Source: an optimization exercise on an open RTL-to-GDS flow (aim: small area and a short achievable clock period). Production flows keep margins and buffers that such runs may drop. The RTL was checked by simulation tests, not by an equivalence proof against the original design. Power and IR drop assume default switching activity.

**config.mk**
```make
export PLATFORM = sky130hd
export DESIGN_NAME = fir
export DESIGN_NICKNAME = fir
export VERILOG_FILES = /design/flow/design.v
export SDC_FILE = /design/flow/constraint.sdc
export NUM_CORES = 4
export LEC_CHECK = 0
export CAP_MARGIN = 20
export CORE_MARGIN = 2
export CORE_UTILIZATION = 40
export CTS_BUF_LIST = sky130_fd_sc_hd__clkbuf_8
export SETUP_SLACK_MARGIN = 1.9
export SLEW_MARGIN = 20
```
**constraint.sdc**
```tcl
create_clock -name core_clock -period 4.0 [get_ports {clk}]
set_input_delay 0.8000 -clock core_clock [delete_from_list [all_inputs] [get_ports {clk}]]
set_output_delay 0.8000 -clock core_clock [all_outputs]
set_load 0.01 [all_outputs]
```
**design.v**
```verilog
module  fir(
	input clk,
	input rst_n,
	input enable,
	input [2:0] tap,		 
	input [15:0] data_in,
	output [17:0] data_out,
	output complete
);
reg [15:0] d1, d2;		 
reg v1, v2, v3, done;		 
reg [5:2] ld;			 
reg [15:0] h1, h2;		 
reg [2:0] h2c;			 
reg [15:0] h3, h4, h5;		 
reg [17:0] s3, c3;		 
reg [17:0] result;
always @(posedge clk) begin
	d1 <= data_in;
	d2 <= d1;
end
always @(posedge clk or negedge rst_n) begin
	if (!rst_n) begin
		v1 <= 1'b0;
		v2 <= 1'b0;
		v3 <= 1'b0;
		done <= 1'b0;
		ld <= 4'b0;
	end else begin
		v1 <= enable;
		v2 <= v1;
		v3 <= v2;
		done <= v3;
		ld[2] <= v1 & (tap > 3'd2);
		ld[3] <= v1 & (tap > 3'd3);
		ld[4] <= v1 & (tap > 3'd4);
		ld[5] <= v1 & (tap > 3'd5);
	end
end
wire [12:0] h1x3_lo = {1'b0, h1[11:0]} + {h1[10:0], 1'b0};
wire [4:0] h1x3_c4 = {1'b0, h1[3:0]} + {h1[2:0], 1'b0};
wire [8:0] h1x3_c8 = {1'b0, h1[7:0]} + {h1[6:0], 1'b0};
wire [2:0] h1c = {h1x3_lo[12], h1x3_c8[8], h1x3_c4[4]};
wire [3:0] t0 = h2[3:0] + {h2[2:0], 1'b0};
wire [3:0] t1 = h2[7:4] + h2[6:3] + h2c[0];
wire [3:0] t2 = h2[11:8] + h2[10:7] + h2c[1];
wire [3:0] t3 = h2[15:12] + h2[14:11] + h2c[2];
wire [15:0] h2x3 = {t3, t2, t1, t0};
always @(posedge clk or negedge rst_n) begin
	if (!rst_n) begin
		h1 <= 0;
		h2 <= 0;
		h2c <= 0;
		h3 <= 0;
		h4 <= 0;
		h5 <= 0;
	end else begin
		if (v2) h1 <= d2;
		if (ld[2]) begin
			h2 <= h1;
			h2c <= h1c;
		end
		if (ld[3]) h3 <= h2x3;
		if (ld[4]) h4 <= h3;
		if (ld[5]) h5 <= h4;
	end
end
wire [17:0] o0 = {2'b0, d2};
wire [17:0] o1 = {2'b0, h1[14:0], 1'b0};
wire [17:0] o2 = {2'b0, h2[14:0], 1'b0};
wire [17:0] o3 = {2'b0, h3};
wire [17:0] o4 = {2'b0, h4};
wire [17:0] o5 = {2'b0, h5};
wire [17:0] a_s = o0 ^ o1 ^ o2;
wire [17:0] a_c = ((o0 & o1) | (o0 & o2) | (o1 & o2)) << 1;
wire [17:0] b_s = o3 ^ o4 ^ o5;
wire [17:0] b_c = ((o3 & o4) | (o3 & o5) | (o4 & o5)) << 1;
wire [17:0] e_s = a_s ^ a_c ^ b_s;
wire [17:0] e_c = ((a_s & a_c) | (a_s & b_s) | (a_c & b_s)) << 1;
wire [17:0] f_s = e_s ^ e_c ^ b_c;
wire [17:0] f_c = ((e_s & e_c) | (e_s & b_c) | (e_c & b_c)) << 1;
always @(posedge clk) begin
	s3 <= f_s;
	c3 <= f_c;
end
always @(posedge clk or negedge rst_n) begin
	if (!rst_n)
		result <= 0;
	else if (v3)
		result <= s3 + c3;
end
assign data_out = result;
assign complete = done;
endmodule
```
**flow/run.sh**
```bash
#!/bin/bash
# The standard ORFS layout (same make targets and settings as standard.sh),
# except that the port buffers are buf_2 cells instead of the delay cells
# buffer_ports picks by itself.  Each tool's output goes to a log here.
set -euo pipefail
W=$(pwd)
make -C "$FLOW_HOME" DESIGN_CONFIG="$W/config.mk" WORK_HOME="$W/orfs" CLKGATE_MAP_FILE= \
  SYNTH_SCRIPT="$W/synth_recipe.tcl" \
  BUFFER_PORTS_ARGS="-buffer_cell sky130_fd_sc_hd__buf_2" \
  finish > "$W/make.log" 2>&1
R="$W/orfs/results/$FLOW_PLATFORM/fir/base"
: # left out here: write the final layout as DEF
```
**standard.sh**
```bash
#!/bin/bash
# synth_recipe.tcl (not shown) runs the flow's synth.tcl, then flattens the netlist and writes it again
# the make line also repeats each setting of config.mk as NAME=value (left out here)
make -C /OpenROAD-flow-scripts/flow DESIGN_CONFIG=/design/flow/config.mk WORK_HOME=/design/flow/orfs CLKGATE_MAP_FILE= SYNTH_SCRIPT=/design/flow/synth_recipe.tcl "${@:-finish}"
```
==> results of run 1 <==
==> worst register-to-register path, cell delays in order, from the launching register on <==
cell,delay [ps]
dfrtp_1,410
fa_1,510
fa_1,550
fa_1,490
==> report_power, final <==
group | internal, mW | switching (mW)
clock network | 0.499 | 0.655
logic | 1.83 | 1.84
registers | 2.41 | 0.427
total | 4.74 | 2.92
==> per-layer routing <==
metal  wire length (µm)  vias up  GRT usage
li1                   -     2065          -
met1               7080     2211      0.212
met2               6460       88      0.228
met3                459       14     0.0290
met4                225        0     0.0613
met5                  0        -          0
==> stage by stage <==
| stage | cell area (µm²) | std cells | utilization | total power, mW |
|---|---|---|---|---|
| 6_report | 8960 | 908 | 0.460 | 7.66 |
| 5_1_grt | 8960 | 908 | 0.460 | 8.46 |
| 4_1_cts | 8840 | 898 | 0.454 | 7.65 |
| 3_5_place_dp | 8420 | 863 | 0.433 | 6.44 |
| 3_3_place_gp | 8420 | 863 | 0.433 | 6.26 |
| 2_1_floorplan | 7940 | 574 | - | 5.36 |
==> cells by family (layout without fill, tap and decap cells) <==
family,Yosys count,count (layout),synth area share
AOI/OAI and AO/OA,81,81,0.0672
xor gates and xnor gates,21,21,0.0232
adders and majority gates,103,103,0.228
buffers and inverters,53,122,0.0262
DFF,174,174,0.508
muxes,77,77,0.108
and+or+nand+nor,65,65,0.0405
==> cell type report <==
class / count / area [µm²]
flip-flops and latches: 174 / 4050
repair buffers: 55 / 328
clock inverters: 15 / 138
inverters: 35 / 131
clock buffers: 17 / 234
fillers: 1725 / 10500
multi-input cells: 347 / 3750
well taps: 265 / 332
==> placed cells by master, fill, tap and decap left out, types with 4 or more instances in the layout <==
cell type,count
a21o_1,8
a21oi_1,22
and2_1,4
and3_1,6
buf_2,39
buf_4,15
clkbuf_8,17
clkinv_4,4
dfrtp_1,98
dfrtp_2,11
dfxtp_1,63
fa_1,67
ha_1,29
inv_1,34
inv_6,4
mux2_2,68
mux2i_1,9
nand2_1,24
nor2_1,13
nor2b_1,4
o21ai_0,21
xnor2_1,18
==> worst max-delay path by stage <==
stage	slack, ps	start	endpoint	cells after the start
4_1_cts	1890	h1[9]	s3[10]	3
3_5_place_dp	1870	h1[9]	s3[10]	3
6_report	1910	h3[14]	s3[14]	3
2_1_floorplan	2000	h1[9]	s3[10]	3
5_1_grt	1870	h5[7]	s3[7]	3
3_3_place_gp	1910	h1[6]	s3[7]	3
==> repair_timing <==
action                                  in CTS  in global routing
endpoints found under the setup margin       6                 26
pin swaps                                    4                 35
setup buffers                                3                 10
resized for setup                            8                 19
==> results.txt, run 1 <==
Hold wc startpoint = d1[13]
Hold Slack = 333 ps
Power density cells = 855 nW/µm²
Post-Syn Instances = 574
TritonCTS Buffers = 17
Grt ovf = 0
VDD IR-drop max = 0.239 mV
Layout cells sized above 1 = 0.285
Max cap viols = 0
Core Area = 19500 µm²
Reg-to-Reg End = s3[14]
Unique masters post-synth = 49
Crit path cell chain = fa_1 > fa_1 > fa_1
Worst Path Buf+Inv = 0
Largest area contributor in the netlist = dfrtp_1
CTS tree = done
Crit path required time = 4330 ps
RSZ-0062 raised after global routing = yes
Vias in the first global route = 4627
Reg clk slew, reported paths = 90 ps
IO buf count = 40
Syn. warnings = 1
Top-area cell type share of the netlist area = 0.344
Die Wd = 145 µm
CP top delay family = adder cells
Period Utilization, post-route = 0.522
Maximum clock insertion buffer count = 2
DR vias/cell = 4.82
Synthesized area = 7940 µm²
Worst Path Max Fanout = 2
Crit path launch type = flop
Final HPWL DP = 10.2 mm
WL/cell = 15.7 µm
Final hold viol count = 0
Crit Path Category = reg2reg
Max Slew Vio Count = 0
Kind of end point of the critical path = flop
Largest net degree at the start of global routing = 110
Worst-Margin Slew = 1000 ps
Hold_buf cts = 0
Clk root buf = clkbuf_8
Synth-to-layout area growth = 12.8%
WL final = 14.2 mm
Synth Register Bits = 174
Post-synth ARST share = 0.626
I/O pin count = 41
Top cells by count, synth = dfrtp_1, fa_1, mux2_2, dfxtp_1, inv_1
Top FF cell, synth = dfrtp_1
# clock sinks = 174
DR pass1 iterations = 4
Total Die Area = 21000 µm²
Crit path largest cell delay = 550 ps
Status = finished clean
Global-route wire length before repair = 23.8 mm
Fin worst setup slack = 1910 ps
Drt drc = 0
Seq/Total Area, Yosys = 0.508
Antenna Diode Count = 0
Initial Util = 0.408
Std cell rows = 51
Avg Cell Area, Syn = 13.8 µm²
Top reg by flops = result
Final RePlAce weighted congestion = 0.803
Setup tns final = 0 ps
Fmax = 479 MHz
Syn nets = 699
Pre-CTS worst setup slack = 1870 ps
Final net count = 755
DRT iter0 DRCs = 281
Max reg flops = 18
Count leader, synth = dfrtp_1
ANT nets after route = 0
Hold endpoint = d2[13]
Final min period = 2090 ps
R2r startpoint = h3[14]
Reg2reg path depth = 3
Crit path DAT = 2420 ps
EDFF count, synth = 0
Setup-failing EPs final = 0
H-tree depth = 4
Setup Skew = 13.5 ps
Crit-path most repeated cell = fa_1
Slew HR = 0.331
Initial antenna violation count = 0
Hold path depth = 0
Clock Latency Late Sink = 460 ps
Largest regs = result x18, s3 x17
Reg-to-reg slack, setup = 1910 ps
GRT Util Overall = 0.150
Leakage = 3.89 nW
Die Ht = 145 µm
CP max-delay cell = fa_1
Synth top area cells = dfrtp_1, fa_1, dfxtp_1, mux2_2, ha_1
Via count = 4378
HP Class = reg2reg
==> inputs of run 2 (changes only) <==
==> flow/run.sh (replaced) <==
#!/bin/bash
# The standard ORFS layout (same make targets and settings as standard.sh),
# with these changes: port buffers are buf_2 cells instead of the delay
# cells buffer_ports picks by itself; Yosys synth runs with -noabc, so its generic abc pass does not run before extract_fa.
# Each tool's output goes to a log file here.
set -euo pipefail
W=$(pwd)
make -C "$FLOW_HOME" DESIGN_CONFIG="$W/config.mk" WORK_HOME="$W/orfs" CLKGATE_MAP_FILE= \
  SYNTH_SCRIPT="$W/synth_recipe.tcl" \
  BUFFER_PORTS_ARGS="-buffer_cell sky130_fd_sc_hd__buf_2" SYNTH_ARGS=-noabc \
  finish > "$W/make.log" 2>&1
R="$W/orfs/results/$FLOW_PLATFORM/fir/base"
: # left out here: write the final layout as DEF
--- a/config.mk
+++ b/config.mk
@@ -5,9 +5,9 @@
 export SDC_FILE = /design/flow/constraint.sdc
 export NUM_CORES = 4
 export LEC_CHECK = 0
-export CAP_MARGIN = 20
+export CAP_MARGIN = 5
 export CORE_MARGIN = 2
 export CORE_UTILIZATION = 40
 export CTS_BUF_LIST = sky130_fd_sc_hd__clkbuf_8
 export SETUP_SLACK_MARGIN = 1.9
-export SLEW_MARGIN = 20
+export SLEW_MARGIN = 5
==> run 2 against run 1 <==
Cell area increased by 0.31%. Power is 2.8% higher. Sequential share of layout area about the same. Non-clock buffer count up 16. Worst hold slack worse by 3.9 ps. Via count decreased by 4.0%. Synthesized cell count is 8.5% lower. First-iteration DRC count shrank 40%. Wire length is 1.6% lower. Largest cell class unchanged.
==> results.txt, run 2 <==
Die Ht = 143 µm
Pre-CTS worst setup slack = 1820 ps
Via count = 4203
GR peak layer = met2
Final net count = 726
Most common cell after layout, fill and taps aside = dfrtp_1
Initial antenna violation count = 0
Worst-Margin Slew = 1020 ps
Synth Register Bits = 174
Top-area cell type share of the netlist area = 0.350
Unique masters post-synth = 39
Crit path cell chain = fa_1 > fa_1 > fa_1
Total Die Area = 20600 µm²
Largest net degree at the start of global routing = 66
Grt ovf = 0
Setup Skew = 11.1 ps
Crit path launch type = flop
Psw = 2.96 mW
H-tree depth = 4
Reg2reg path depth = 3
I/O pin count = 41
DRT iter0 DRCs = 170
Reg-to-Reg End = s3[7]
Power density cells = 876 nW/µm²
Power share of the sequential group = 0.364
DR vias/cell = 4.78
Sw frac = 0.376
Syn. warnings = 1
DR pass1 iterations = 4
GRT Util Overall = 0.147
Kind of end point of the critical path = flop
Seq/Total Area, Yosys = 0.518
IO buf count = 40
Clock Latency Late Sink = 460 ps
Met3 Resource Use GR = 0.0353
Global routing usage on met2 = 0.230
Finished Layout Cells = 879
Top FF cell, synth = dfrtp_1
CP max-delay cell = fa_1
Global-route wire length before repair = 23.2 mm
Syn nets = 650
HP Class = reg2reg
Period Utilization, post-route = 0.517
# clock sinks = 174
P_int = 4.91 mW
CP top delay family = adder cells
# placed instances = 818
ANT nets after route = 0
Drt drc = 0
EDFF count, synth = 0
Slew HR = 0.319
Worst setup startpoint = h1[6]
Crit path required time = 4340 ps
Largest area contributor in the netlist = dfrtp_1
Antenna Diode Count = 0
Die Wd = 143 µm
VDD IR-drop max = 0.355 mV
Post-Syn Instances = 525
Top reg by flops = result
WL final = 14.0 mm
Reg clk slew, reported paths = 100 ps
Core Area = 19300 µm²
Final min period = 2070 ps
Leakage = 3.83 nW
Setup-failing EPs final = 0
Vias in the first global route = 4520
Hold_buf cts = 0
Top cells by count, synth = dfrtp_1, mux2_2, fa_1, dfxtp_1, ha_1
Crit-path most repeated cell = fa_1
Max reg flops = 18
Clk root buf = clkbuf_8
Synth-to-layout area growth = 15.4%
Final HPWL DP = 9.87 mm
Synthesized area = 7780 µm²
Worst Path Max Fanout = 2
Synth top area cells = dfrtp_1, fa_1, dfxtp_1, mux2_2, ha_1
Crit path largest cell delay = 590 ps
Final RePlAce weighted congestion = 0.872
Maximum clock insertion buffer count = 2
Gate power share = 0.471
Fill cells = 1756
RSZ-0062 raised after global routing = yes
Worst Path Buf+Inv = 0
Final hold viol count = 0
Status = finished clean
Post-synth ARST share = 0.626
Largest regs = result x18, s3 x17
Avg Cell Area, Syn = 14.8 µm²
Layout cells sized above 1 = 0.360
CTS tree = done
Fin worst setup slack = 1930 ps
WL/cell = 15.9 µm
Critical path endpoint = s3[7]
Count leader, synth = dfrtp_1
Setup tns final = 0 ps
Share of power burned in the clock network = 0.165
Crit path DAT = 2410 ps
Crit Path Category = reg2reg
Fmax = 483 MHz
FF/Latch Area = 4050 µm²
Reg-to-reg slack, setup = 1930 ps
Std cell rows = 51
GR Util met1 = 0.203
R2r startpoint = h1[6]
Max Slew Vio Count = 0
Critical Path Stages = 3
Initial Util = 0.404
Area occupied by multi-input gates = 3710 µm²
TritonCTS Buffers = 17
Max cap viols = 0
Most frequent cells in the layout = dfrtp_1, mux2_2, fa_1
-- run 2: worst reg2reg max path, cell delays in order, from the launching register on --
cell     delay (ps)
dfrtp_2         430
fa_1            520
fa_1            590
fa_1            420
-- run 2: final cells by class --
cell class / count / area share
clock inverter: 15 / 0.0217
inverter: 3 / 0.00125
clock buffer: 17 / 0.0260
multi-input combinational: 334 / 0.413
timing repair buffer: 71 / 0.0499
tap: 265 / 0.0369
sequential: 174 / 0.451
-- run 2: metal layers --
layer | part of all wire | vias up
met5 | 0 | -
met4 | 0.012 | 0
met3 | 0.027 | 11
met2 | 0.46 | 59
met1 | 0.50 | 2143
li1 | - | 1990
-- run 2: power by group through the flow --
| stage | clock network (mW) | registers, mW | logic [mW] |
|---|---|---|---|
| after floorplan | 0 | 2.84 | 2.56 |
| after global placement | 0 | 2.89 | 3.41 |
| after detailed placement | 0 | 2.93 | 3.57 |
| after CTS | 1.35 | 2.89 | 3.61 |
| after global routing | 1.42 | 2.96 | 4.22 |
| final | 1.30 | 2.87 | 3.71 |
-- run 2: worst min-delay path by stage --
stage	start	depth (start not counted)	to	slack [ps]
6_report	d1[1]	0	d2[1]	330
5_1_grt	d1[4]	0	d2[4]	340
3_5_place_dp	d1[1]	0	d2[1]	310
3_3_place_gp	d1[0]	0	d2[0]	310
2_1_floorplan	d1[0]	0	d2[0]	310
4_1_cts	d1[1]	0	d2[1]	330
-- run 2: kinds of logic (layout without fill, tap and decap cells) --
group | count (synthesis) | in the layout | synth area share
AOI/OAI and AO/OA | 70 | 70 | 0.0584
DFF | 174 | 174 | 0.518
muxes | 88 | 88 | 0.127
adders and majority gates | 103 | 103 | 0.232
and+or+nand+nor | 53 | 53 | 0.0330
buffers and inverters | 17 | 106 | 0.00916
xor gates and xnor gates | 20 | 20 | 0.0225
-- run 2: repair_timing --
action / 4_1_cts / 5_1_grt
pin swaps: 5 / 26
setup buffers: 6 / 23
resized for setup: 12 / 16
endpoints found under the setup margin: 13 / 19
-- run 2: metrics by stage --
step	hold slack (ps)	area, µm²	util	power, mW
finish	329	8980	0.466	7.87
global route	342	8980	0.466	8.60
global placement	311	8290	0.430	6.30
floorplan	310	7790	-	5.41
detailed placement	312	8290	0.430	6.50
CTS	334	8780	0.455	7.85
==> inputs of run 3 (changes only) <==
==> config.mk (replaced) <==
export PLATFORM = sky130hd
export DESIGN_NAME = fir
export DESIGN_NICKNAME = fir
export VERILOG_FILES = /design/flow/design.v
export SDC_FILE = /design/flow/constraint.sdc
export NUM_CORES = 4
export LEC_CHECK = 0
export CAP_MARGIN = 20
export CORE_MARGIN = 2
export CORE_UTILIZATION = 40
export CTS_BUF_LIST = sky130_fd_sc_hd__clkbuf_8
export SETUP_SLACK_MARGIN = 2.0
export SLEW_MARGIN = 20
==> run 3 against run 2 <==
Still clean on timing, DRC and antenna. Utilization increased by 0.62 points. Fmax grew 0.41%. First-iteration DRC count increased by 28%. Critical endpoint is now result[10]. Highest routed layer unchanged.
==> results.txt, run 3 <==
Status = finished clean
Worst Path Max Fanout = 4
DRT iter0 DRCs = 217
WL/cell = 16.0 µm
Hold wc startpoint = d1[1]
Die Ht = 143 µm
EDFF count, synth = 0
Final hold viol count = 0
Drt drc = 0
Antenna Diode Count = 0
Grt ovf = 0
Worst-Margin Slew = 1050 ps
Avg Cell Area, Syn = 14.8 µm²
Count leader, synth = dfrtp_1
Synthesized area = 7780 µm²
Syn. warnings = 1
WL final = 14.3 mm
Synth-to-layout area growth = 17.0%
Crit Path Category = reg2reg
Top reg by flops = result
Leakage = 3.89 nW
Seq/Total Area, Yosys = 0.518
Top-area cell type share of the netlist area = 0.350
# clock sinks = 174
DR vias/cell = 4.78
Global-route wire length before repair = 24.1 mm
H-tree depth = 4
DR pass1 iterations = 4
Initial Util = 0.404
HP Class = reg2reg
Final min period = 2060 ps
Top cells by count, synth = dfrtp_1, mux2_2, fa_1, dfxtp_1, ha_1
Final RePlAce weighted congestion = 0.848
Crit path DAT = 2400 ps
Fmax = 485 MHz
Post-Syn Instances = 525
Syn nets = 650
Reg clk slew, reported paths = 100 ps
R2r startpoint = s3[2]
GRT Util Overall = 0.152
Largest area contributor in the netlist = dfrtp_1
Max reg flops = 18
Unique masters post-synth = 39
Layout cells sized above 1 = 0.385
ANT nets after route = 0
Die Wd = 143 µm
Largest net degree at the start of global routing = 63
Most common cell after layout, fill and taps aside = dfrtp_1
Setup-failing EPs final = 0
Initial antenna violation count = 0
Hold Slack = 323 ps
Kind of end point of the critical path = flop
RSZ-0062 raised after global routing = yes
Clk root buf = clkbuf_8
Setup tns final = 0 ps
Final net count = 741
Synth Register Bits = 174
Std cell rows = 51
Final HPWL DP = 10.0 mm
Core Area = 19300 µm²
Synth top area cells = dfrtp_1, fa_1, dfxtp_1, mux2_2, ha_1
Vias in the first global route = 4611
VDD IR-drop max = 0.291 mV
Largest regs = result x18, s3 x17
IO buf count = 40
Power density cells = 884 nW/µm²
Placed cell areas = 8280 µm²
Period Utilization, post-route = 0.515
Max Slew Vio Count = 0
Design Area, Final = 9100 µm²
Crit path required time = 4340 ps
Max cap viols = 0
Clock Latency Late Sink = 450 ps
Most frequent cells in the layout = dfrtp_1, mux2_2, dfxtp_1
Setup Skew = 9.79 ps
Slew HR = 0.301
Total Die Area = 20600 µm²
TritonCTS Buffers = 17
I/O pin count = 41
Worst setup startpoint = s3[2]
Top FF cell, synth = dfrtp_1
CTS tree = done
Post-synth ARST share = 0.626
Via count = 4277
Crit path launch type = flop
Maximum clock insertion buffer count = 2
## run 3: cell count changes in the layout (fill, tap and decap cells not counted), sizes merged
cell / before / now
clkinv: 4 / 2
clkinvlp: 1 / 3
buf: 71 / 86
## run 3: kinds of logic after synthesis
kind of cell               count (synthesis)  share of synthesized area
and+or+nand+nor                           53                     0.0330
xor gates and xnor gates                  20                     0.0225
muxes                                     88                      0.127
buffers and inverters                     17                    0.00916
DFF                                      174                      0.518
adders and majority gates                103                      0.232
AOI/OAI and AO/OA                         70                     0.0584
## run 3: layout make-up
cell class                 instances  area [µm²]
inverter                           3        11.3
timing repair buffer              86         548
clock inverter                    15         178
tap                              265         332
sequential                       174        4050
fill                            1711       10200
multi-input combinational        334        3750
clock buffer                      17         234
## run 3: per-stage QoR
stage               power [mW]  utilization  cells  worst slack, ps
detailed placement        6.50        0.430    818             1880
global placement          6.35        0.430    818             1930
CTS                       8.01        0.467    889             1950
floorplan                 5.41            -    525             2010
finish                    8.05        0.472    894             1940
global route              8.81        0.472    894             1880
## run 3: timing repair
action	in CTS	in global routing
setup buffers	39	5
pin swaps	40	19
setup endpoints to repair	32	31
hold buffers	0	0
resized for setup	15	16
## run 3: per-layer routing
| layer | routed length (µm) | track usage | part of all wire | vias to the layer above |
|---|---|---|---|---|
| met5 | 0 | 0 | 0 | - |
| met4 | 125 | 0.0470 | 0.0088 | 0 |
| met3 | 389 | 0.0330 | 0.027 | 8 |
| met2 | 6610 | 0.236 | 0.46 | 68 |
| met1 | 7150 | 0.215 | 0.50 | 2185 |
| li1 | - | - | - | 2016 |
## run 3: power by group
| group | total [mW] | internal [mW] | switching [mW] |
|---|---|---|---|
| logic | 3.93 | 2.01 | 1.92 |
| clock network | 1.27 | 0.579 | 0.690 |
| registers | 2.85 | 2.43 | 0.421 |
| total | 8.05 | 5.02 | 3.03 |
## run 3: final timing paths
check	to	slack, ps	cells past startpoint
hold / removal	d2[1]	320	0
max in group asynchronous	h2[3]	2640	2
setup / recovery	result[10]	1940	7
setup reg to reg	result[10]	1940	7
hold reg to reg	d2[1]	320	0
min in group asynchronous	h4[14]	420	1
## run 3: critical path, cell delays in order (launching register included)
cell	delay [ps]
dfxtp_2	340
ha_4	160
fa_2	330
a21o_1	190
a311o_2	380
a31oi_4	220
xnor2_2	70
mux2_2	260
==> inputs of run 4 (changes only) <==
--- a/config.mk
+++ b/config.mk
@@ -9,5 +9,6 @@
 export CORE_MARGIN = 2
 export CORE_UTILIZATION = 40
 export CTS_BUF_LIST = sky130_fd_sc_hd__clkbuf_8
-export SETUP_SLACK_MARGIN = 2.0
+export SETUP_SLACK_MARGIN = 1.9
 export SLEW_MARGIN = 20
+export TNS_END_PERCENT = 20
==> run 4 against run 3 <==
Clock power down 13%. Area after synthesis unchanged. Global-route usage down 1.1 points. Wire length down 6.4%. Die area unchanged. Combinational power down 9.4%. Register-to-register slack worse by 40 ps. Cell area down 4.3%. Critical path depth down 4. Largest cell class unchanged. Via count down 3.6%. Final cell count down 4.3%. Sequential power about the same.
==> results.txt, run 4 <==
Fmax = 476 MHz
Crit Path Category = reg2reg
Reg clk slew, reported paths = 90 ps
Post-Syn Instances = 525
Reg-to-Reg End = s3[4]
Seq/Total Area, Yosys = 0.518
Max Slew Vio Count = 0
Setup-failing EPs final = 0
R2r startpoint = h1[3]
Final RePlAce weighted congestion = 0.880
DRT iter0 DRCs = 131
Die Ht = 143 µm
Worst-Margin Slew = 980 ps
Post-synth ARST share = 0.626
Wire length on met1 = 6.56 mm
HP Class = reg2reg
Final design utilization = 0.452
Top-area cell type share of the netlist area = 0.350
IO buf count = 40
# placed instances = 818
Worst setup startpoint = h1[3]
Max cap viols = 0
RSZ-0062 raised after global routing = yes
Adder-cell share of the synthesized area = 0.232
Period Utilization, post-route = 0.525
Top FF cell, synth = dfrtp_1
Most common cell after layout, fill and taps aside = dfrtp_1
Largest area contributor in the netlist = dfrtp_1
Mux contribution to synthesized area = 0.127
Final HPWL DP = 9.91 mm
Avg Cell Area, Syn = 14.8 µm²
CTS tree = done
Main combinational cell family by area after synthesis = adder cells
Clock Latency Late Sink = 450 ps
CP max-delay cell = fa_1
Total Die Area = 20600 µm²
Die Wd = 143 µm
Reg2reg path depth = 3
Vias in the first global route = 4422
GRT Util Overall = 0.141
Crit path largest cell delay = 580 ps
WL final = 13.4 mm
Synth-to-layout area growth = 11.9%
Grt ovf = 0
Crit path launch type = flop
Synth Register Bits = 174
Setup Skew = 13.5 ps
EDFF count, synth = 0
TritonCTS Buffers = 17
Initial Util = 0.404
Largest regs = result x18, s3 x17
Initial antenna violation count = 0
H-tree depth = 4
I/O pin count = 41
Syn nets = 650
Slew HR = 0.347
DR pass1 iterations = 4
Global-route wire length before repair = 22.3 mm
Met2 routed WL = 6.05 mm
Worst Path Max Fanout = 5
Synth Area in Compound Gates = 0.0584
Leakage = 3.70 nW
Largest net degree at the start of global routing = 62
Most frequent cells in the layout = dfrtp_1, mux2_2, fa_1
Max reg flops = 18
Post-Synth XOR/XNOR Area = 0.0225
Via count = 4122
DR vias/cell = 4.82
Clk root buf = clkbuf_8
Uppermost layer routed = met4
Crit path DAT = 2430 ps
Layout cells sized above 1 = 0.315
Critical path endpoint = s3[4]
Hold_buf cts = 0
Syn. warnings = 1
# clock sinks = 174
Maximum clock insertion buffer count = 2
WL/cell = 15.6 µm
Final net count = 703
Kind of end point of the critical path = flop
Unique masters post-synth = 39
Std cell rows = 51
Drt drc = 0
Crit-path most repeated cell = fa_1
Finished Layout Cells = 856
Final min period = 2100 ps
Top cells by count, synth = dfrtp_1, mux2_2, fa_1, dfxtp_1, ha_1
Final hold viol count = 0
Power density cells = 866 nW/µm²
Crit path required time = 4330 ps
Core Area = 19300 µm²
Met3 WL = 434 µm
Count leader, synth = dfrtp_1
VDD IR-drop max = 0.322 mV
ANT nets after route = 0
Synthesized area = 7780 µm²
Setup tns final = 0 ps
Reg-to-reg slack, setup = 1900 ps
Post-Synth Simple-Gate Area = 0.0330
Synth top area cells = dfrtp_1, fa_1, dfxtp_1, mux2_2, ha_1
Antenna Diode Count = 0
Top reg by flops = result
Status = finished clean
Crit path cell chain = fa_1 > fa_1 > fa_1
[run 4: cell counts after synthesis]
Identical to the previous run, type by type.
[run 4: metal layers]
| metal | up-vias | global-route usage |
|---|---|---|
| li1 | 1943 | - |
| met1 | 2085 | 0.193 |
| met2 | 71 | 0.223 |
| met3 | 23 | 0.0253 |
| met4 | 0 | 0.0599 |
| met5 | - | 0 |
[run 4: final cells by class]
class | count | area [µm²]
Clock buffer | 20 | 275
Clock inverter | 12 | 87.6
Fill cell | 1776 | 10600
Inverter | 3 | 11.3
Multi-Input combinational cell | 334 | 3710
Sequential cell | 174 | 4040
Tap cell | 265 | 332
Timing Repair Buffer | 48 | 263
[run 4: worst min-delay path by stage]
stage / startpoint / to / slack (ps) / depth (start not counted)
after floorplan: d1[0] / d2[0] / 310 / 0
after global placement: d1[0] / d2[0] / 310 / 0
after detailed placement: d1[12] / d2[12] / 310 / 0
after CTS: d1[3] / d2[3] / 330 / 0
after global routing: d1[3] / d2[3] / 330 / 0
final: d1[3] / d2[3] / 330 / 0
[run 4: stage by stage]
stage	cell area (µm²)	worst slack, ps	hold slack, ps	total power, mW
2_1_floorplan	7780	1870	310	5.40
3_3_place_gp	8270	1790	310	6.29
3_5_place_dp	8270	1760	312	6.46
4_1_cts	8650	1880	331	7.62
5_1_grt	8710	1840	328	8.30
6_report	8710	1900	327	7.54
[run 4: cells by family (layout without fill, tap and decap cells)]
kind of cell / count (synthesis) / count (layout)
xor gates and xnor gates: 20 / 20
and+or+nand+nor: 53 / 53
muxes: 88 / 88
buffers and inverters: 17 / 83
DFF: 174 / 174
AOI/OAI and AO/OA: 70 / 70
adders and majority gates: 103 / 103
[run 4: power breakdown]
group,internal (mW),leakage [nW],switching [mW]
combinational,1.80,1.69,1.76
clock,0.485,0.191,0.627
sequential,2.43,1.82,0.449
[run 4: what timing repair did]
item                       4_1_cts  5_1_grt
pin swaps                        3       14
gates cloned                     0        0
buffers inserted                 1        5
gates resized for setup          3       13
setup endpoints to repair       14       27
[run 4: critical path: cells and delay by family (launching register included)]
kind | cells | cell delay (ps)
adders and majority gates | 3 | 1520
DFF | 1 | 450
==> inputs of run 5 (changes only) <==
--- a/config.mk
+++ b/config.mk
@@ -11,4 +11,3 @@
 export CTS_BUF_LIST = sky130_fd_sc_hd__clkbuf_8
 export SETUP_SLACK_MARGIN = 1.9
 export SLEW_MARGIN = 20
-export TNS_END_PERCENT = 20
==> run 5 against run 4 <==
Critical path depth unchanged. Flip-flop and latch count unchanged. Clock-buffer cell count down 3. Critical path type unchanged. Still clean on timing, DRC and antenna. Via count up 2.0%. Area after synthesis unchanged. Die area unchanged. Combinational power up 4%. Clock power up 17%.
==> results.txt, run 5 <==
Setup tns final = 0 ps
Most common cell after layout, fill and taps aside = dfrtp_1
Crit path required time = 4340 ps
Final design utilization = 0.466
Final min period = 2070 ps
Status = finished clean
DRT iter0 DRCs = 170
RSZ-0062 raised after global routing = yes
Syn. warnings = 1
Max reg flops = 18
VDD IR-drop max = 0.355 mV
Slew HR = 0.319
Synthesized area = 7780 µm²
WL/cell = 15.9 µm
Maximum clock insertion buffer count = 2
Vias in the first global route = 4520
Final hold viol count = 0
Leakage = 3.83 nW
DR vias/cell = 4.78
Power density cells = 876 nW/µm²
Avg Cell Area, Syn = 14.8 µm²
Seq/Total Area, Yosys = 0.518
TritonCTS Buffers = 17
Top FF cell, synth = dfrtp_1
CTS tree = done
Crit path DAT = 2410 ps
Final HPWL DP = 9.87 mm
Top-area cell type share of the netlist area = 0.350
Max Slew Vio Count = 0
Worst-Margin Slew = 1020 ps
Largest area contributor in the netlist = dfrtp_1
Core Area = 19300 µm²
I/O pin count = 41
Clock Latency Late Sink = 460 ps
Area occupied by multi-input gates = 3710 µm²
Initial antenna violation count = 0
Unique masters post-synth = 39
Setup Skew = 11.1 ps
Grt ovf = 0
Post-synth ARST share = 0.626
Synth Register Bits = 174
Total Die Area = 20600 µm²
Post-Syn Instances = 525
DR pass1 iterations = 4
Final net count = 726
Most frequent cells in the layout = dfrtp_1, mux2_2, fa_1
Clk root buf = clkbuf_8
H-tree depth = 4
IO buf count = 40
Layout cells sized above 1 = 0.360
Final RePlAce weighted congestion = 0.872
Worst Path Max Fanout = 2
ANT nets after route = 0
Drt drc = 0
EDFF count, synth = 0
Initial Util = 0.404
FF/Latch Area = 4050 µm²
Fmax = 483 MHz
Global-route wire length before repair = 23.2 mm
Period Utilization, post-route = 0.517
Top reg by flops = result
Max cap viols = 0
Crit Path Category = reg2reg
GRT Util Overall = 0.147
WL final = 14.0 mm
# clock sinks = 174
Reg clk slew, reported paths = 100 ps
Kind of end point of the critical path = flop
Largest regs = result x18, s3 x17
Fill cells = 1756
Setup-failing EPs final = 0
Synth-to-layout area growth = 15.4%
Top cells by count, synth = dfrtp_1, mux2_2, fa_1, dfxtp_1, ha_1
Hold_buf cts = 0
Die Ht = 143 µm
Count leader, synth = dfrtp_1
Synth top area cells = dfrtp_1, fa_1, dfxtp_1, mux2_2, ha_1
Antenna Diode Count = 0
Largest net degree at the start of global routing = 66
Die Wd = 143 µm
Syn nets = 650
Std cell rows = 51
HP Class = reg2reg
Crit path launch type = flop
Via count = 4203
run 5: cell types whose count changed in the layout (fill, tap and decap cells not counted), moves of 3 or more:
cell | before | now
dfrtp_1 | 101 | 91
buf_4 | 9 | 31
clkbuf_8 | 20 | 17
inv_8 | 0 | 3
clkinv_2 | 3 | 0
dfrtp_2 | 8 | 18
run 5: area by class of cell:
class	instances	area share
Tap cell	265	0.0369
Clock inverter	15	0.0217
Timing Repair Buffer	71	0.0499
Inverter	3	0.00125
Multi-Input combinational cell	334	0.413
Sequential cell	174	0.451
Clock buffer	17	0.0260
run 5: cell families after synthesis:
kind of cell    count (synthesis)  synth area share
flops                         174             0.518
buf+inv                        17           0.00916
compound gates                 70            0.0584
simple gates                   53            0.0330
xor+xnor                       20            0.0225
fa+ha+maj                     103             0.232
mux                            88             0.127
run 5: per-stage QoR:
step / power [mW] / hold slack, ps / instances / area (µm²) / setup WS, ps
6_report: 7.87 / 329 / 879 / 8980 / 1930
5_1_grt: 8.60 / 342 / 879 / 8980 / 1870
4_1_cts: 7.85 / 334 / 856 / 8780 / 1900
3_5_place_dp: 6.50 / 312 / 818 / 8290 / 1820
3_3_place_gp: 6.30 / 311 / 818 / 8290 / 1840
2_1_floorplan: 5.41 / 310 / 525 / 7790 / 1920
run 5: where the power goes:
group          internal [mW]  switching [mW]
logic                   1.89            1.82
clock network          0.590           0.709
registers               2.43           0.433
run 5: final timing paths:
path | from | to | slack [ps] | depth (start not counted)
max in group asynchronous | rst_n | h2[13] | 2800 | 2
min in group asynchronous | rst_n | h1[5] | 460 | 1
hold reg to reg | d1[1] | d2[1] | 330 | 0
setup reg to reg | h1[6] | s3[7] | 1930 | 3
hold / removal | d1[1] | d2[1] | 330 | 0
setup / recovery | h1[6] | s3[7] | 1930 | 3
run 5: routing by layer:
| layer | vias to the layer above | GRT usage | part of all wire |
|---|---|---|---|
| met2 | 59 | 0.230 | 0.46 |
| li1 | 1990 | - | - |
| met3 | 11 | 0.0353 | 0.027 |
| met5 | - | 0 | 0 |
| met4 | 0 | 0.0464 | 0.012 |
| met1 | 2143 | 0.203 | 0.50 |
run 5: repair_timing:
action / CTS / global route
endpoints found under the setup margin: 13 / 19
pin swaps: 5 / 26
resized for setup: 12 / 16
hold endpoints to repair: 0 / 0
buffers inserted: 6 / 23
run 5: critical path, stage by stage, from the launching register on:
cell	delay [ps]
dfrtp_2	430
fa_1	520
fa_1	590
fa_1	420
==> inputs of run 6 (changes only) <==
--- a/flow/run.sh
+++ b/flow/run.sh
@@ -7,7 +7,7 @@
 W=$(pwd)
 make -C "$FLOW_HOME" DESIGN_CONFIG="$W/config.mk" WORK_HOME="$W/orfs" CLKGATE_MAP_FILE= \
   SYNTH_SCRIPT="$W/synth_recipe.tcl" \
-  BUFFER_PORTS_ARGS="-buffer_cell sky130_fd_sc_hd__buf_2" SYNTH_ARGS=-noabc \
+  BUFFER_PORTS_ARGS="-buffer_cell sky130_fd_sc_hd__buf_2" SYNTH_ARGS=-noabc CTS_ARGS="-sink_clustering_enable -repair_clock_nets -buf_list sky130_fd_sc_hd__clkbuf_8 -sink_clustering_size 40 -sink_clustering_max_diameter 150 -sink_clustering_levels 1" \
   finish > "$W/make.log" 2>&1
 R="$W/orfs/results/$FLOW_PLATFORM/fir/base"
 : # left out here: write the final layout as DEF
==> run 6 against run 5 <==
Wire length unchanged. Non-clock buffer count unchanged. Sequential power hardly changed. Utilization did not move. Critical path type unchanged.
==> results.txt, run 6 <==
Hold Slack = 329 ps
Unique masters post-synth = 39
Finished Layout Cells = 879
Area occupied by multi-input gates = 3710 µm²
Crit path DAT = 2410 ps
Antenna Diode Count = 0
Total Die Area = 20600 µm²
Fill cells = 1756
TritonCTS Buffers = 17
Clk root buf = clkbuf_8
Met3 Resource Use GR = 0.0353
Largest net degree at the start of global routing = 66
Std cell rows = 51
Synth-to-layout area growth = 15.4%
ANT nets after route = 0
Global-route wire length before repair = 23.2 mm
Top reg by flops = result
Worst Path Max Fanout = 2
Pre-CTS worst setup slack = 1820 ps
I/O pin count = 41
GR peak layer = met2
Top-area cell type share of the netlist area = 0.350
Layout cells sized above 1 = 0.360
Via count = 4203
Maximum clock insertion buffer count = 2
Final RePlAce weighted congestion = 0.872
Total power = 7.87 mW
# placed instances = 818
Hold wc startpoint = d1[1]
GRT Util Overall = 0.147
Synthesized area = 7780 µm²
EDFF count, synth = 0
Most common cell after layout, fill and taps aside = dfrtp_1
Worst-Margin Slew = 1020 ps
Worst setup startpoint = h1[6]
Clock Latency Late Sink = 460 ps
Initial Util = 0.404
Seq/Total Area, Yosys = 0.518
VDD IR-drop max = 0.355 mV
HP Class = reg2reg
Slew HR = 0.319
FF/Latch Area = 4050 µm²
Power density cells = 876 nW/µm²
Grt ovf = 0
Global routing usage on met2 = 0.230
Largest area contributor in the netlist = dfrtp_1
IO buf count = 40
Max reg flops = 18
Setup tns final = 0 ps
R2r startpoint = h1[6]
Initial antenna violation count = 0
Post-synth ARST share = 0.626
Final net count = 726
WL/cell = 15.9 µm
Leakage = 3.83 nW
Crit path required time = 4340 ps
Max Slew Vio Count = 0
# clock sinks = 174
Top cells by count, synth = dfrtp_1, mux2_2, fa_1, dfxtp_1, ha_1
Largest regs = result x18, s3 x17
Synth top area cells = dfrtp_1, fa_1, dfxtp_1, mux2_2, ha_1
Final min period = 2070 ps
Final hold viol count = 0
Core Area = 19300 µm²
RSZ-0062 raised after global routing = yes
Count leader, synth = dfrtp_1
Final HPWL DP = 9.87 mm
Fin worst setup slack = 1930 ps
Fmax = 483 MHz
Syn. warnings = 1
Syn nets = 650
Setup Skew = 11.1 ps
Status = finished clean
DR vias/cell = 4.78
Post-Syn Instances = 525
Vias in the first global route = 4520
Setup-failing EPs final = 0
Kind of end point of the critical path = flop
Top FF cell, synth = dfrtp_1
DR pass1 iterations = 4
Reg clk slew, reported paths = 100 ps
Drt drc = 0
Crit Path Category = reg2reg
CTS tree = done
Die Wd = 143 µm
GR Util met1 = 0.203
H-tree depth = 4
Max cap viols = 0
Crit path launch type = flop
DRT iter0 DRCs = 170
Die Ht = 143 µm
Avg Cell Area, Syn = 14.8 µm²
Period Utilization, post-route = 0.517
WL final = 14.0 mm
Synth Register Bits = 174
Most frequent cells in the layout = dfrtp_1, mux2_2, fa_1
## run 6: cell counts after synthesis
No cell type changed its count.
## run 6: where the power goes
part | internal, mW | switching, mW
clock network | 0.590 | 0.709
registers | 2.43 | 0.433
logic | 1.89 | 1.82
## run 6: through the flow
| step | utilization | instance area, µm² |
|---|---|---|
| 2_1_floorplan | - | 7790 |
| 5_1_grt | 0.466 | 8980 |
| 3_3_place_gp | 0.430 | 8290 |
| 3_5_place_dp | 0.430 | 8290 |
| 4_1_cts | 0.455 | 8780 |
| 6_report | 0.466 | 8980 |
## run 6: metal layers
metal	routed length, µm	part of all wire
met4	168	0.012
met2	6460	0.46
met3	377	0.027
met5	0	0
met1	7000	0.50
## run 6: repair_timing
item / CTS / global route
hold buffers: 0 / 0
setup buffers: 6 / 23
pin swaps: 5 / 26
endpoints found under the setup margin: 13 / 19
gates resized for setup: 12 / 16
## run 6: area by class of cell
cell class	instances	share of cell area
Sequential cell	174	0.451
Multi-Input combinational cell	334	0.413
Timing Repair Buffer	71	0.0499
Tap cell	265	0.0369
Clock buffer	17	0.0260
Clock inverter	15	0.0217
Inverter	3	0.00125
## run 6: cells by family (layout without fill, tap and decap cells)
family                     after synthesis  after routing  share of synthesized area
AOI/OAI and AO/OA                       70             70                     0.0584
muxes                                   88             88                      0.127
DFF                                    174            174                      0.518
buffers and inverters                   17            106                    0.00916
and+or+nand+nor                         53             53                     0.0330
adders and majority gates              103            103                      0.232
xor gates and xnor gates                20             20                     0.0225
## run 6: worst paths after layout
check / to / slack, ps / depth (start not counted)
worst min-delay path: d2[1] / 330 / 0
worst max register to register: s3[7] / 1930 / 3
worst max-delay path: s3[7] / 1930 / 3
max in group asynchronous: h2[13] / 2800 / 2
worst min register to register: d2[1] / 330 / 0
min in group asynchronous: h1[5] / 460 / 1
## run 6: worst max-delay path, cell delays in order, from the launching register on
cell and delay (ps):
dfrtp_2 430, fa_1 520, fa_1 590, fa_1 420
==> inputs of run 7 (changes only) <==
--- a/flow/run.sh
+++ b/flow/run.sh
@@ -7,7 +7,7 @@
 W=$(pwd)
 make -C "$FLOW_HOME" DESIGN_CONFIG="$W/config.mk" WORK_HOME="$W/orfs" CLKGATE_MAP_FILE= \
   SYNTH_SCRIPT="$W/synth_recipe.tcl" \
-  BUFFER_PORTS_ARGS="-buffer_cell sky130_fd_sc_hd__buf_2" SYNTH_ARGS=-noabc CTS_ARGS="-sink_clustering_enable -repair_clock_nets -buf_list sky130_fd_sc_hd__clkbuf_8 -sink_clustering_size 40 -sink_clustering_max_diameter 150 -sink_clustering_levels 1" \
+  BUFFER_PORTS_ARGS="-buffer_cell sky130_fd_sc_hd__buf_2" SYNTH_ARGS=-noabc CTS_ARGS="-sink_clustering_enable -repair_clock_nets -buf_list sky130_fd_sc_hd__clkbuf_8 -dont_use_dummy_load" \
   finish > "$W/make.log" 2>&1
 R="$W/orfs/results/$FLOW_PLATFORM/fir/base"
 : # left out here: write the final layout as DEF
==> run 7 against run 6 <==
Still clean on timing, DRC and antenna. Non-clock buffer count fell by 9. Cell area fell by 2.9%. Fmax fell by 1.4%. Area after synthesis did not move. Wire length fell by 1.5%. Synthesized cell count did not move. Critical path depth rose by 4. Via count fell by 2.2%. First-iteration DRC count fell by 1.2%. Final cell count fell by 2.7%. Setup slack got worse by 29 ps. Sequential share of layout area rose by 1.4 points.
==> results.txt, run 7 <==
Synth-to-layout area growth = 12.0%
Post-Syn Instances = 525
Crit path DAT = 2410 ps
IO buf count = 40
Maximum clock insertion buffer count = 2
Setup-failing EPs final = 0
Fmax = 477 MHz
Setup tns final = 0 ps
Leakage = 3.70 nW
Top-area cell type share of the netlist area = 0.350
Kind of end point of the critical path = flop
Post-synth ARST share = 0.626
DRT iter0 DRCs = 168
HP Class = reg2reg
Top cells by count, synth = dfrtp_1, mux2_2, fa_1, dfxtp_1, ha_1
Max cap viols = 0
VDD IR-drop max = 0.349 mV
DR vias/cell = 4.81
Antenna Diode Count = 0
Die Ht = 143 µm
Drt drc = 0
Unique masters post-synth = 39
Total Die Area = 20600 µm²
ANT nets after route = 0
Final min period = 2100 ps
Vias in the first global route = 4479
Status = finished clean
Slew HR = 0.326
Crit path launch type = flop
Crit path required time = 4310 ps
GRT Util Overall = 0.145
EDFF count, synth = 0
Final net count = 717
Reg clk slew, reported paths = 100 ps
Count leader, synth = dfrtp_1
Die Wd = 143 µm
Via count = 4111
Total power = 7.45 mW
Crit Path Category = reg2reg
Finished Layout Cells = 855
Std cell rows = 51
CTS tree = done
Largest regs = result x18, s3 x17
Hold path depth = 0
H-tree depth = 4
Design Area, Final = 8720 µm²
DR pass1 iterations = 4
Synth top area cells = dfrtp_1, fa_1, dfxtp_1, mux2_2, ha_1
Initial antenna violation count = 0
Most frequent cells in the layout = dfrtp_1, mux2_2, fa_1
Global-route wire length before repair = 23.0 mm
Top reg by flops = result
Period Utilization, post-route = 0.525
WL final = 13.8 mm
Final RePlAce weighted congestion = 0.872
Grt ovf = 0
Seq/Total Area, Yosys = 0.518
RSZ-0062 raised after global routing = yes
Hold Slack = 311 ps
Avg Cell Area, Syn = 14.8 µm²
Worst Path Max Fanout = 5
Syn. warnings = 1
Reg2reg path depth = 7
Core Area = 19300 µm²
Setup Skew = 35.9 ps
Placed cell areas = 8290 µm²
Largest net degree at the start of global routing = 66
Most common cell after layout, fill and taps aside = dfrtp_1
I/O pin count = 41
Syn nets = 650
Final hold viol count = 0
# placed instances = 818
Clock Latency Late Sink = 460 ps
TritonCTS Buffers = 17
Largest area contributor in the netlist = dfrtp_1
Max Slew Vio Count = 0
Clk root buf = clkbuf_8
Worst-Margin Slew = 1010 ps
Top FF cell, synth = dfrtp_1
Final HPWL DP = 9.87 mm
Power density cells = 854 nW/µm²
Synth Register Bits = 174
WL/cell = 16.1 µm
Max reg flops = 18
Layout cells sized above 1 = 0.332
Synthesized area = 7780 µm²
# clock sinks = 174
Initial Util = 0.404
[run 7: worst paths after layout]
path | from | endpoint | slack (ps)
worst max register to register | c3[2] | result[12] | 1900
min in group asynchronous | rst_n | h4[0] | 470
max in group asynchronous | rst_n | h4[7] | 2770
worst min register to register | d1[0] | d2[0] | 310
worst max-delay path | c3[2] | result[12] | 1900
worst min-delay path | d1[0] | d2[0] | 310
[run 7: what timing repair did]
item	CTS	global route
gates cloned	0	0
hold buffers	0	0
gates resized for setup	9	18
setup endpoints to repair	12	19
pin swaps	7	15
buffers inserted	5	15
[run 7: power breakdown]
group | switching [mW] | total, mW | internal, mW
sequential | 0.436 | 2.87 | 2.44
clock | 0.537 | 0.913 | 0.376
combinational | 1.80 | 3.66 | 1.86
total | 2.78 | 7.45 | 4.67
[run 7: critical path: stages (launching register included)]
cell	delay (ps)
dfxtp_2	350
ha_4	160
fa_2	340
a21o_1	180
a311o_2	380
a31oi_1	190
xnor2_1	90
mux2_4	260
[run 7: routing by layer]
metal / GRT usage / vias to the layer above / share of wire
met5: 0 / - / 0
met4: 0.0470 / 0 / 0.014
met3: 0.0330 / 11 / 0.029
met2: 0.227 / 66 / 0.46
met1: 0.201 / 2086 / 0.50
li1: - / 1948 / -
[run 7: cells by family (layout without fill, tap and decap cells)]
| logic type | count (synthesis) | count (layout) | synth area share |
|---|---|---|---|
| DFF | 174 | 174 | 0.518 |
| adders and majority gates | 103 | 103 | 0.232 |
| muxes | 88 | 88 | 0.127 |
| AOI/OAI and AO/OA | 70 | 70 | 0.0584 |
| and+or+nand+nor | 53 | 53 | 0.0330 |
| xor gates and xnor gates | 20 | 20 | 0.0225 |
| buffers and inverters | 17 | 82 | 0.00916 |
[run 7: metrics by stage]
step | util | setup WS, ps
floorplan | - | 1920
finish | 0.452 | 1900
global route | 0.452 | 1830
global placement | 0.430 | 1840
CTS | 0.445 | 1880
detailed placement | 0.430 | 1820
[run 7: final cells by class]
class / count / area, µm²
sequential: 174 / 4050
tap: 265 / 332
timing repair buffer: 62 / 380
inverter: 3 / 11.3
multi-input combinational: 334 / 3710
clock buffer: 17 / 234
fill: 1766 / 10600
==> inputs of run 8 (changes only) <==
--- a/config.mk
+++ b/config.mk
@@ -11,3 +11,4 @@
 export CTS_BUF_LIST = sky130_fd_sc_hd__clkbuf_8
 export SETUP_SLACK_MARGIN = 1.9
 export SLEW_MARGIN = 20
+export TNS_END_PERCENT = 20
==> run 8 against run 7 <==
Via count down 0.24%. Fmax down 0.22%. Critical path type unchanged. Still clean. Largest power group unchanged. Flip-flop and latch count unchanged. Die area unchanged. Clock skew down 10 ps. Cell area down 1.6%. Final cell count down 1.5%. Utilization down 0.71 points. First-iteration DRC count down 16%.
==> results.txt, run 8 <==
Power share of the sequential group = 0.394
Share of power burned in the clock network = 0.122
Status = finished clean
Initial antenna violation count = 0
Antenna Diode Count = 0
Global-route wire length before repair = 22.4 mm
Fmax = 476 MHz
P_int = 4.59 mW
Worst-Margin Slew = 1080 ps
Syn nets = 650
Setup tns final = 0 ps
Largest net degree at the start of global routing = 62
Crit path cell chain = fa_1 > fa_1 > fa_1
Hold_buf cts = 0
Top FF cell, synth = dfrtp_1
HP Class = reg2reg
Critical Path Stages = 3
Reg-to-reg slack, setup = 1900 ps
Synth Register Bits = 174
Max cap viols = 0
Reg-to-Reg End = s3[13]
R2r startpoint = h2[12]
Top-area cell type share of the netlist area = 0.350
Final hold viol count = 0
Maximum clock insertion buffer count = 2
Crit Path Category = reg2reg
Grt ovf = 0
Crit path launch type = flop
Vias in the first global route = 4408
Max reg flops = 18
Avg Cell Area, Syn = 14.8 µm²
Max Slew Vio Count = 0
Most frequent cells in the layout = dfrtp_1, mux2_2, fa_1
CP max-delay cell = fa_1
GRT Util Overall = 0.142
Layout cells sized above 1 = 0.295
Drt drc = 0
Psw = 2.71 mW
Syn. warnings = 1
Clk root buf = clkbuf_8
Top reg by flops = result
Worst Path Max Fanout = 5
Power density cells = 851 nW/µm²
Gate power share = 0.484
Crit path required time = 4310 ps
Clock Latency Late Sink = 450 ps
Worst Path Buf+Inv = 0
H-tree depth = 4
Reg2reg path depth = 3
Std cell rows = 51
EDFF count, synth = 0
Die Wd = 143 µm
DR pass1 iterations = 4
TritonCTS Buffers = 17
Setup-failing EPs final = 0
Reg clk slew, reported paths = 80 ps
DR vias/cell = 4.87
I/O pin count = 41
RSZ-0062 raised after global routing = yes
IO buf count = 40
Core Area = 19300 µm²
Leakage = 3.64 nW
Seq/Total Area, Yosys = 0.518
ANT nets after route = 0
Period Utilization, post-route = 0.526
Die Ht = 143 µm
Final RePlAce weighted congestion = 0.880
Synth-to-layout area growth = 10.3%
CTS tree = done
Kind of end point of the critical path = flop
Via count = 4101
WL final = 13.4 mm
Unique masters post-synth = 39
Final min period = 2100 ps
VDD IR-drop max = 0.293 mV
Initial Util = 0.404
Placed cell areas = 8270 µm²
Post-synth ARST share = 0.626
Final HPWL DP = 9.91 mm
Worst setup startpoint = h2[12]
Crit path DAT = 2410 ps
Crit-path most repeated cell = fa_1
Synth top area cells = dfrtp_1, fa_1, dfxtp_1, mux2_2, ha_1
Largest regs = result x18, s3 x17
Largest area contributor in the netlist = dfrtp_1
WL/cell = 15.9 µm
Design Area, Final = 8580 µm²
DRT iter0 DRCs = 141
Slew HR = 0.281
Synthesized area = 7780 µm²
Top cells by count, synth = dfrtp_1, mux2_2, fa_1, dfxtp_1, ha_1
Fill cells = 1792
Crit path largest cell delay = 580 ps
Total Die Area = 20600 µm²
Setup Skew = 25.4 ps
# clock sinks = 174
Final net count = 704
Critical path endpoint = s3[13]
Post-Syn Instances = 525
Sw frac = 0.371
Count leader, synth = dfrtp_1
CP top delay family = adder cells
Most common cell after layout, fill and taps aside = dfrtp_1
[run 8: cell count changes in the layout (fill, tap and decap cells not counted), moves of 2 or more]
cell     delta
buf_4      -12
dfrtp_1    +11
dfrtp_2    -11
dfxtp_1     +2
dfxtp_2     -2
o21ai_1     -2
[run 8: kinds of logic (layout without fill, tap and decap cells)]
group | Yosys count | count (layout) | synth area share
AO/OA/AOI/OAI | 70 | 70 | 0.0584
XOR/XNOR | 20 | 20 | 0.0225
AND/OR/NAND/NOR | 53 | 53 | 0.0330
adder cells (fa/ha/maj) | 103 | 103 | 0.232
multiplexers | 88 | 88 | 0.127
buffers and inverters | 17 | 69 | 0.00916
flip-flops | 174 | 174 | 0.518
[run 8: power groups by stage]
stage	sequential, mW	clock (mW)	combinational, mW
floorplan	2.84	0	2.56
global placement	2.89	0	3.40
detailed placement	2.93	0	3.53
CTS	2.90	0.944	3.57
global route	2.98	1.00	4.08
finish	2.88	0.893	3.53
[run 8: through the flow]
stage          power [mW]  worst slack, ps  utilization  cells  hold WS, ps
2_1_floorplan        5.40             1870            -    525          310
3_3_place_gp         6.29             1790        0.429    818          310
3_5_place_dp         6.46             1760        0.429    818          312
4_1_cts              7.41             1880        0.443    837          319
5_1_grt              8.06             1840        0.445    842          315
6_report             7.31             1900        0.445    842          318
[run 8: final cells by class]
cell class / instances / area (µm²) / share of cell area
sequential: 174 / 4040 / 0.470
multi-input combinational: 334 / 3700 / 0.431
tap: 265 / 332 / 0.0386
timing repair buffer: 49 / 270 / 0.0315
clock buffer: 17 / 234 / 0.0273
inverter: 3 / 11.3 / 0.00131
[run 8: what timing repair did]
action | in CTS | in global routing
setup buffers | 2 | 5
endpoints found under the setup margin | 11 | 24
pin swaps | 4 | 10
resized for setup | 4 | 8
[run 8: worst min path at each step]
stage / slack (ps) / end / startpoint / depth (start not counted)
after floorplan: 310 / d2[0] / d1[0] / 0
after global placement: 310 / d2[0] / d1[0] / 0
after detailed placement: 310 / d2[12] / d1[12] / 0
after CTS: 320 / d2[3] / d1[3] / 0
after global routing: 310 / d2[3] / d1[3] / 0
final: 320 / d2[14] / d1[14] / 0
[run 8: metal layers]
layer | vias to the layer above | share of wire | track usage
li1 | 1932 | - | -
met5 | - | 0 | 0
met1 | 2085 | 0.49 | 0.192
met4 | 0 | 0.018 | 0.0547
met2 | 68 | 0.46 | 0.227
met3 | 16 | 0.025 | 0.0273
[run 8: worst register-to-register path, cell delays in order, from the launching register on]
cell,delay [ps]
dfrtp_1,500
fa_1,500
fa_1,580
fa_1,410
==> inputs of run 9 (changes only) <==
--- a/config.mk
+++ b/config.mk
@@ -11,4 +11,4 @@
 export CTS_BUF_LIST = sky130_fd_sc_hd__clkbuf_8
 export SETUP_SLACK_MARGIN = 1.9
 export SLEW_MARGIN = 20
-export TNS_END_PERCENT = 20
+export TNS_END_PERCENT = 0
==> run 9 against run 8 <==
First-iteration DRC count shrank 6.4%. Clock-buffer cell count is the same. Synthesized cell count is the same. Fmax shrank 0.11%. Clock power is essentially flat.
==> results.txt, run 9 <==
Status = finished clean
CP max-delay cell = fa_1
Avg Cell Area, Syn = 14.8 µm²
Setup-failing EPs final = 0
Crit-path most repeated cell = fa_1
Power share of the sequential group = 0.396
Final hold viol count = 0
IO buf count = 40
Setup tns final = 0 ps
Std cell rows = 51
Largest area contributor in the netlist = dfrtp_1
Antenna Diode Count = 0
Hold Slack = 318 ps
Die Ht = 143 µm
Worst Path Max Fanout = 2
EDFF count, synth = 0
Psw = 2.70 mW
Maximum clock insertion buffer count = 2
Initial antenna violation count = 0
Final net count = 699
Sw frac = 0.371
Reg clk slew, reported paths = 80 ps
RSZ-0062 raised after global routing = yes
Placed cell areas = 8270 µm²
Fill cells = 1793
WL/cell = 15.9 µm
Worst setup startpoint = h1[9]
# placed instances = 818
Power density cells = 852 nW/µm²
R2r startpoint = h1[9]
Core Area = 19300 µm²
I/O pin count = 41
Max cap viols = 0
Hold wc startpoint = d1[14]
Worst-Margin Slew = 1060 ps
Via count = 4062
Syn nets = 650
Synthesized area = 7780 µm²
GRT Util Overall = 0.142
Drt drc = 0
Fmax = 475 MHz
Crit path required time = 4300 ps
Max Slew Vio Count = 0
Area occupied by multi-input gates = 3700 µm²
Crit path launch type = flop
H-tree depth = 4
CP top delay family = adder cells
TritonCTS Buffers = 17
Top reg by flops = result
Synth Register Bits = 174
Kind of end point of the critical path = flop
Unique masters post-synth = 39
Crit path largest cell delay = 580 ps
Design Area, Final = 8540 µm²
Global-route wire length before repair = 22.4 mm
Largest net degree at the start of global routing = 62
Worst Path Buf+Inv = 0
Count leader, synth = dfrtp_1
Top cells by count, synth = dfrtp_1, mux2_2, fa_1, dfxtp_1, ha_1
Leakage = 3.62 nW
Seq/Total Area, Yosys = 0.518
Clock Latency Late Sink = 440 ps
Top-area cell type share of the netlist area = 0.350
P_int = 4.58 mW
Clk root buf = clkbuf_8
Vias in the first global route = 4408
Layout cells sized above 1 = 0.285
Die Wd = 143 µm
Most frequent cells in the layout = dfrtp_1, mux2_2, fa_1
Crit path DAT = 2410 ps
Final design utilization = 0.443
Crit path cell chain = fa_1 > fa_1 > fa_1
Slew HR = 0.294
Top FF cell, synth = dfrtp_1
ANT nets after route = 0
WL final = 13.3 mm
FF/Latch Area = 4030 µm²
Final min period = 2110 ps
Share of power burned in the clock network = 0.123
Crit Path Category = reg2reg
VDD IR-drop max = 0.293 mV
HP Class = reg2reg
DRT iter0 DRCs = 132
Syn. warnings = 1
Post-Syn Instances = 525
Largest regs = result x18, s3 x17
Initial Util = 0.404
Setup Skew = 25.5 ps
Gate power share = 0.482
CTS tree = done
DR pass1 iterations = 5
Total Die Area = 20600 µm²
Final RePlAce weighted congestion = 0.880
Finished Layout Cells = 837
Grt ovf = 0
Most common cell after layout, fill and taps aside = dfrtp_1
DR vias/cell = 4.85
Final HPWL DP = 9.91 mm
# clock sinks = 174
Max reg flops = 18
Period Utilization, post-route = 0.526
Post-synth ARST share = 0.626
Synth top area cells = dfrtp_1, fa_1, dfxtp_1, mux2_2, ha_1
Synth-to-layout area growth = 9.76%
## run 9: timing repair
item,CTS,global route
setup buffers,2,0
hold buffers,0,0
setup endpoints to repair,11,24
gates resized for setup,4,6
pin swaps,4,0
## run 9: worst register-to-register path: stages, from the launching register on
cell and delay (ps):
dfrtp_2 430, fa_1 540, fa_1 580, fa_1 420
## run 9: cell families (layout without fill, tap and decap cells)
group                      after synthesis  after routing  share of synthesized area
adders and majority gates              103            103                      0.232
buffers and inverters                   17             64                    0.00916
xor gates and xnor gates                20             20                     0.0225
AOI/OAI and AO/OA                       70             70                     0.0584
muxes                                   88             88                      0.127
and+or+nand+nor                         53             53                     0.0330
DFF                                    174            174                      0.518
## run 9: per-layer routing
| metal | vias to the layer above | share of wire | track usage | wire length [µm] |
|---|---|---|---|---|
| li1 | 1917 | - | - | - |
| met3 | 16 | 0.028 | 0.0273 | 376 |
| met1 | 2062 | 0.49 | 0.192 | 6530 |
| met4 | 0 | 0.018 | 0.0547 | 244 |
| met5 | - | 0 | 0 | 0 |
| met2 | 67 | 0.46 | 0.227 | 6150 |
## run 9: cell type report
class | count | share of cell area
Inverter | 3 | 0.00132
Multi-Input combinational cell | 334 | 0.433
Timing Repair Buffer | 44 | 0.0272
Clock buffer | 17 | 0.0274
Tap cell | 265 | 0.0388
Sequential cell | 174 | 0.472
## run 9: power by group through the flow
stage,registers [mW],logic [mW],clock network (mW)
after detailed placement,2.93,3.53,0
after CTS,2.90,3.57,0.944
after global routing,2.98,4.05,1.00
final,2.88,3.51,0.892
after floorplan,2.84,2.56,0
after global placement,2.89,3.40,0
## run 9: per-stage QoR
step / setup WS [ps] / power [mW]
final: 1890 / 7.28
after global routing: 1840 / 8.03
after CTS: 1880 / 7.41
after detailed placement: 1760 / 6.46
after global placement: 1790 / 6.29
after floorplan: 1870 / 5.40
## run 9: final timing paths
path / to / slack, ps / depth (start not counted)
worst min-delay path: d2[14] / 320 / 0
max in group asynchronous: h1[4] / 2680 / 2
worst max register to register: s3[10] / 1890 / 3
worst max-delay path: s3[10] / 1890 / 3
min in group asynchronous: h4[14] / 450 / 1
worst min register to register: d2[14] / 320 / 0
==> inputs of run 10 (changes only) <==
--- a/config.mk
+++ b/config.mk
@@ -9,6 +9,6 @@
 export CORE_MARGIN = 2
 export CORE_UTILIZATION = 40
 export CTS_BUF_LIST = sky130_fd_sc_hd__clkbuf_8
-export SETUP_SLACK_MARGIN = 1.9
+export SETUP_SLACK_MARGIN = 2.1
 export SLEW_MARGIN = 20
-export TNS_END_PERCENT = 0
+export TNS_END_PERCENT = 5
==> run 10 against run 9 <==
Non-clock buffer count decreased by 1. Global-route usage up 0.44 points. Fmax grew 0.20%. Final cell count is 0.12% lower. Area after synthesis did not move. Highest routed layer unchanged. Largest cell class unchanged. Critical path depth is 4 higher.
==> results.txt, run 10 <==
Core Area = 19300 µm²
Kind of end point of the critical path = flop
Crit path DAT = 2420 ps
Hold endpoint = d2[0]
Count leader, synth = dfrtp_1
Status = finished clean
Top-area cell type share of the netlist area = 0.350
Top FF cell, synth = dfrtp_1
Synthesized area = 7780 µm²
Unique masters post-synth = 39
Max reg flops = 18
Grt ovf = 0
Initial antenna violation count = 0
Crit Path Category = reg2reg
Finished Layout Cells = 836
WL final = 13.8 mm
Global-route wire length before repair = 23.0 mm
Via count = 4120
Largest area contributor in the netlist = dfrtp_1
Crit path required time = 4320 ps
Max Slew Vio Count = 0
Slew HR = 0.253
Reg clk slew, reported paths = 110 ps
Total power = 7.43 mW
Max cap viols = 0
Final RePlAce weighted congestion = 0.860
RSZ-0062 raised after global routing = yes
Top cells by count, synth = dfrtp_1, mux2_2, fa_1, dfxtp_1, ha_1
Setup Skew = 40.6 ps
Die Ht = 143 µm
Std cell rows = 51
H-tree depth = 4
Die Wd = 143 µm
EDFF count, synth = 0
Avg Cell Area, Syn = 14.8 µm²
Initial Util = 0.404
Vias in the first global route = 4398
Placed cell areas = 8280 µm²
Synth top area cells = dfrtp_1, fa_1, dfxtp_1, mux2_2, ha_1
Syn. warnings = 1
Final HPWL DP = 9.98 mm
Most common cell after layout, fill and taps aside = dfrtp_1
Hold wc startpoint = d1[0]
HP Class = reg2reg
Post-synth ARST share = 0.626
Maximum clock insertion buffer count = 2
Worst Path Max Fanout = 5
Setup tns final = 0 ps
Largest net degree at the start of global routing = 85
Setup-failing EPs final = 0
Fin worst setup slack = 1900 ps
Total Die Area = 20600 µm²
Synth-to-layout area growth = 10.0%
Antenna Diode Count = 0
Crit path launch type = flop
Hold_buf cts = 0
Top reg by flops = result
I/O pin count = 41
Design Area, Final = 8560 µm²
Reg-to-reg slack, setup = 1900 ps
Reg-to-Reg End = result[12]
TritonCTS Buffers = 17
Power density cells = 867 nW/µm²
Leakage = 3.62 nW
Final design utilization = 0.444
Hold Slack = 317 ps
DR pass1 iterations = 4
Synth Register Bits = 174
Final net count = 698
Clock Latency Late Sink = 470 ps
Hold path depth = 0
GRT Util Overall = 0.146
Worst-Margin Slew = 1120 ps
Final min period = 2100 ps
Clk root buf = clkbuf_8
Seq/Total Area, Yosys = 0.518
DR vias/cell = 4.93
Post-Syn Instances = 525
Layout cells sized above 1 = 0.287
# placed instances = 818
# clock sinks = 174
VDD IR-drop max = 0.307 mV
Reg2reg path depth = 7
Most frequent cells in the layout = dfrtp_1, mux2_2, fa_1
Syn nets = 650
R2r startpoint = c3[2]
Fmax = 476 MHz
WL/cell = 16.5 µm
CTS tree = done
ANT nets after route = 0
Period Utilization, post-route = 0.525
Pre-CTS worst setup slack = 1910 ps
Largest regs = result x18, s3 x17
Final hold viol count = 0
Drt drc = 0
IO buf count = 40
DRT iter0 DRCs = 134
==> run 10: cell counts after synthesis <==
Identical to the previous run, type by type.
==> run 10: timing repair <==
item / CTS / global route
pin swaps: 1 / 1
gates resized for setup: 2 / 7
endpoints found under the hold margin: 0 / 0
setup endpoints to repair: 39 / 43
buffers inserted: 0 / 1
==> run 10: cell families (layout without fill, tap and decap cells) <==
logic type | Yosys count | after routing | synth area share
adders and majority gates | 103 | 103 | 0.232
DFF | 174 | 174 | 0.518
xor gates and xnor gates | 20 | 20 | 0.0225
muxes | 88 | 88 | 0.127
and+or+nand+nor | 53 | 53 | 0.0330
buffers and inverters | 17 | 63 | 0.00916
AOI/OAI and AO/OA | 70 | 70 | 0.0584
==> run 10: how the worst max path moves through the flow <==
stage | from | endpoint | cells after the start | slack (ps)
floorplan | s3[2] | result[10] | 7 | 2030
global placement | h1[1] | h2c[1] | 6 | 1950
detailed placement | s3[2] | result[12] | 7 | 1910
CTS | c3[2] | result[10] | 7 | 1900
global route | c3[2] | result[10] | 7 | 1820
finish | c3[2] | result[12] | 7 | 1900
==> run 10: layout make-up <==
type	count	area (µm²)
sequential	174	4030
inverter	3	11.3
timing repair buffer	43	229
tap	265	332
clock buffer	17	234
multi-input combinational	334	3720
fill	1765	10700
==> run 10: per-layer routing <==
layer,track usage,up-vias,share of wire
met5,0,-,0
met4,0.0562,0,0.018
met3,0.0317,17,0.033
met2,0.220,72,0.45
met1,0.208,2114,0.49
li1,-,1917,-
==> run 10: where the power goes <==
group,switching (mW),leakage [nW],internal (mW)
combinational,1.82,1.67,1.81
sequential,0.466,1.82,2.43
clock,0.528,0.122,0.376
total,2.81,3.62,4.61
==> run 10: worst max-delay path, cell delays in order (launching register included) <==
cell and delay (ps):
dfxtp_2 340, ha_4 160, fa_2 340, a21o_1 190, a311o_2 380, a31oi_2 170
xnor2_1 100, mux2_2 270
